This design comes from an exercise in tuning for small area, a short achievable clock period and few clock cycles per item on the open sky130 flow, not from production work.
At most, simulation tests tie the RTL to the original design; equivalence was not proved.
Power figures rest on the tool's default switching activity, not on a simulated workload.

==> flow/design.v <==
`timescale 1ns / 1ps
module p_datapath(clk, comp, gate_x, gate_y, data_ina, data_inb, key_ina, key_inb, cipher_out);
input clk, comp, gate_x, gate_y, data_ina, data_inb;
input [63:0] key_ina, key_inb;
output [127:0] cipher_out;
wire [63:0] Xout_a, Xout_b, Yout_a, Yout_b;
data_share2 share_a(.clk(clk), .comp(comp), .data_in(data_ina), .key_in(key_ina),
		    .X_out(Xout_a), .Y_out(Yout_a), .X_in(Xout_b));
data_share2 share_b(.clk(clk), .comp(comp), .data_in(data_inb), .key_in(key_inb),
		    .X_out(Xout_b), .Y_out(Yout_b), .X_in(Xout_a));
wire [127:0] gate = {{64{gate_x}}, {64{gate_y}}};
wire [127:0] res1 = {Xout_a, Yout_a} & gate;
wire [127:0] res2 = {Xout_b, Yout_b} & gate;
assign cipher_out = res1 ^ res2;
endmodule
module data_share2(clk, comp, data_in, key_in, X_out, Y_out, X_in);
input clk, comp, data_in;
input [63:0] key_in;
input [63:0] X_in;
output [63:0] X_out, Y_out;
reg [63:0] X, Y;
wire [63:0] XL1 = {X[62:0], X[63]};
wire [63:0] XL2 = {X[61:0], X[63:62]};
wire [63:0] XL8 = {X[55:0], X[63:56]};
wire [63:0] XoL8 = {X_in[55:0], X_in[63:56]};
wire [63:0] own = XL1 & XL8;
wire [63:0] xprod = XL1 & XoL8;
always@(posedge clk)
begin
	if (comp) begin
		X <= Y ^ XL2 ^ own ^ xprod ^ key_in;
		Y <= X;
	end
	else begin
		{X, Y} <= {data_in, X, Y[63:1]};
	end
end
assign X_out = X;
assign Y_out = Y;
endmodule
`timescale 1ns / 1ps
module p_keysch10(clk, comp, load_key, z, data_in, key_out);
input clk, comp, load_key, z, data_in;
output [63:0] key_out;
reg [63:0] KX, KY;
localparam [63:0] c = 64'hfffffffffffffffc;
always@(posedge clk)
begin
	if (comp) begin
		KX <= c ^ {63'd0, z} ^ KY ^ {KX[2:0],KX[63:3]} ^ {KX[3:0],KX[63:4]};
		KY <= KX;
	end
	else begin
		{KX, KY} <= {load_key ? data_in : KY[0], KX, KY[63:1]};
	end
end
assign key_out = KY;
endmodule
`timescale 1ns / 1ps
module p_keysch11(clk, comp, load_key, data_in, key_out);
input clk, comp, load_key, data_in;
output [63:0] key_out;
reg [63:0] KX, KY;
always@(posedge clk)
begin
	if (comp) begin
		KX <= KY ^ {KX[2:0],KX[63:3]} ^ {KX[3:0],KX[63:4]};
		KY <= KX;
	end
	else begin
		{KX, KY} <= {load_key ? data_in : KY[0], KX, KY[63:1]};
	end
end
assign key_out = KY;
endmodule
`timescale 1ns / 1ps
module simon2share(clk, data_ina, data_inb, data_rdy, cipher_out, Done);
input clk;
input data_ina, data_inb;
input [1:0] data_rdy;
output [127:0] cipher_out;
output reg Done;
localparam [0:127] ZN = {67'b0101111011100000011010010011000101000010001111110010110110011101011, 60'd0, 1'b1};
reg [6:0] counter;	 
reg comp;		 
reg last;		 
wire load_key = (data_rdy == 2);
always @(posedge clk)
begin
	if (data_rdy == 0 || data_rdy == 2)
		counter <= 0;
	else
		counter <= counter + 1;
end
always @(posedge clk)
begin
	comp <= (data_rdy == 1 && counter == 127) || (data_rdy == 3 && comp);
	Done <= (data_rdy == 3) && comp && (counter == 67);
	last <= (data_rdy == 3) && ((comp && counter == 66) || last);
end
reg z;
always @(posedge clk)
	z <= ZN[counter];
wire [63:0] keya, keyb;
p_datapath mydatapath(.clk(clk), .comp(comp), .gate_x(last), .gate_y(Done),
		      .data_ina(data_ina), .data_inb(data_inb),
		      .key_ina(keya), .key_inb(keyb),
		      .cipher_out(cipher_out));
p_keysch10 mykeysch_a(.clk(clk), .comp(comp), .load_key(load_key), .z(z),
		      .data_in(data_ina), .key_out(keya));
p_keysch11 mykeysch_b(.clk(clk), .comp(comp), .load_key(load_key),
		      .data_in(data_inb), .key_out(keyb));
endmodule
export LEC_CHECK = 0
export CAP_MARGIN = 20
export CORE_MARGIN = 2
export CORE_UTILIZATION = 40
export PLACE_DENSITY = 0.6
export SETUP_SLACK_MARGIN = 2.6
export SLEW_MARGIN = 20
create_clock -name core_clock -period 5.0 [get_ports {clk}]
run.sh (not shown) runs the stock make flow with config.mk's settings and CLKGATE_MAP_FILE= SYNTH_SCRIPT=/design/flow/synth_recipe.tcl, a recipe that flattens the netlist after the stock synthesis.
Testbench counts at the start, summed over its fixed seeds: cycles 20,800, items 64.
Next try:
--- a/flow/design.v
+++ b/flow/design.v
@@ -1,19 +1,18 @@
 `timescale 1ns / 1ps
-module p_datapath(clk, comp, gate_x, gate_y, data_ina, data_inb, key_ina, key_inb, cipher_out);
-input clk, comp, gate_x, gate_y, data_ina, data_inb;
+module p_datapath(clk, comp, Done, data_ina, data_inb, key_ina, key_inb, cipher_out);
+input clk, comp, Done, data_ina, data_inb;
 input [63:0] key_ina, key_inb;
 output [127:0] cipher_out;
 wire [63:0] Xout_a, Xout_b, Yout_a, Yout_b;
 data_share2 share_a(.clk(clk), .comp(comp), .data_in(data_ina), .key_in(key_ina),
 		    .X_out(Xout_a), .Y_out(Yout_a), .X_in(Xout_b));
 data_share2 share_b(.clk(clk), .comp(comp), .data_in(data_inb), .key_in(key_inb),
 		    .X_out(Xout_b), .Y_out(Yout_b), .X_in(Xout_a));
-wire [127:0] gate = {{64{gate_x}}, {64{gate_y}}};
-wire [127:0] res1 = {Xout_a, Yout_a} & gate;
-wire [127:0] res2 = {Xout_b, Yout_b} & gate;
+wire [127:0] res1 = {Xout_a, Yout_a} & {128{Done}};
+wire [127:0] res2 = {Xout_b, Yout_b} & {128{Done}};
 assign cipher_out = res1 ^ res2;
 endmodule
 module data_share2(clk, comp, data_in, key_in, X_out, Y_out, X_in);
 input clk, comp, data_in;
 input [63:0] key_in;
 input [63:0] X_in;
@@ -77,35 +76,31 @@
 module simon2share(clk, data_ina, data_inb, data_rdy, cipher_out, Done);
 input clk;
 input data_ina, data_inb;
 input [1:0] data_rdy;
 output [127:0] cipher_out;
 output reg Done;
-localparam [0:127] ZN = {67'b0101111011100000011010010011000101000010001111110010110110011101011, 60'd0, 1'b1};
+localparam [0:127] Z = {68'b10101111011100000011010010011000101000010001111110010110110011101011, 60'd0};
 reg [6:0] counter;	 
 reg comp;		 
-reg last;		 
 wire load_key = (data_rdy == 2);
 always @(posedge clk)
 begin
 	if (data_rdy == 0 || data_rdy == 2)
 		counter <= 0;
 	else
 		counter <= counter + 1;
 end
 always @(posedge clk)
 begin
 	comp <= (data_rdy == 1 && counter == 127) || (data_rdy == 3 && comp);
 	Done <= (data_rdy == 3) && comp && (counter == 67);
-	last <= (data_rdy == 3) && ((comp && counter == 66) || last);
 end
-reg z;
-always @(posedge clk)
-	z <= ZN[counter];
+wire z = Z[counter];
 wire [63:0] keya, keyb;
-p_datapath mydatapath(.clk(clk), .comp(comp), .gate_x(last), .gate_y(Done),
+p_datapath mydatapath(.clk(clk), .comp(comp), .Done(Done),
 		      .data_ina(data_ina), .data_inb(data_inb),
 		      .key_ina(keya), .key_inb(keyb),
 		      .cipher_out(cipher_out));
 p_keysch10 mykeysch_a(.clk(clk), .comp(comp), .load_key(load_key), .z(z),
 		      .data_in(data_ina), .key_out(keya));
 p_keysch11 mykeysch_b(.clk(clk), .comp(comp), .load_key(load_key),
After rerunning:
- design area falls by 3.7%
- die area stays flat
- routed wire length shrinks by 5.0%
- total power hardly moves
- core utilization shrinks by 1.9 points
- synthesized cell count stays flat
- non-clock buffer count went down by 59
- synthesized area barely changes
- final cell count fell by 1.7%
- sequential share of layout area rose by 0.53 points
- sequential cell count came out lower by 2
- sequential power hardly moves
No functional check of the RTL was part of the second run of this note.

## static timing again, ports no longer ideal
The flow's constraints put no driver on any port. The routed layouts listed below were extracted and timed again, unchanged, in two steps.
Step 1 assumes that a clkbuf_16 drives the clock port and a buf_2 every other input.
Step 2, shift: input delay + t, output delay - t, t = (earliest + latest rising clock arrival at the registers) / 2. This alone moves slack from input paths to output paths.
a / b / c = ideal / step 1 / step 2; a / b = the first two.
run	t (ns)	setup WS [ns]	clock arrival spread, ns	slew at the worst register clock pin (ns)	worst data-port slew with drivers (ns)
the first run	0.655	2.183 / 2.124 / 2.480	0.019 / 0.019	0.06 / 0.06	0.03
the second run	0.649	2.291 / 2.237 / 2.563	0.023 / 0.023	0.06 / 0.06	0.03
After both steps every run listed still meets setup and hold.
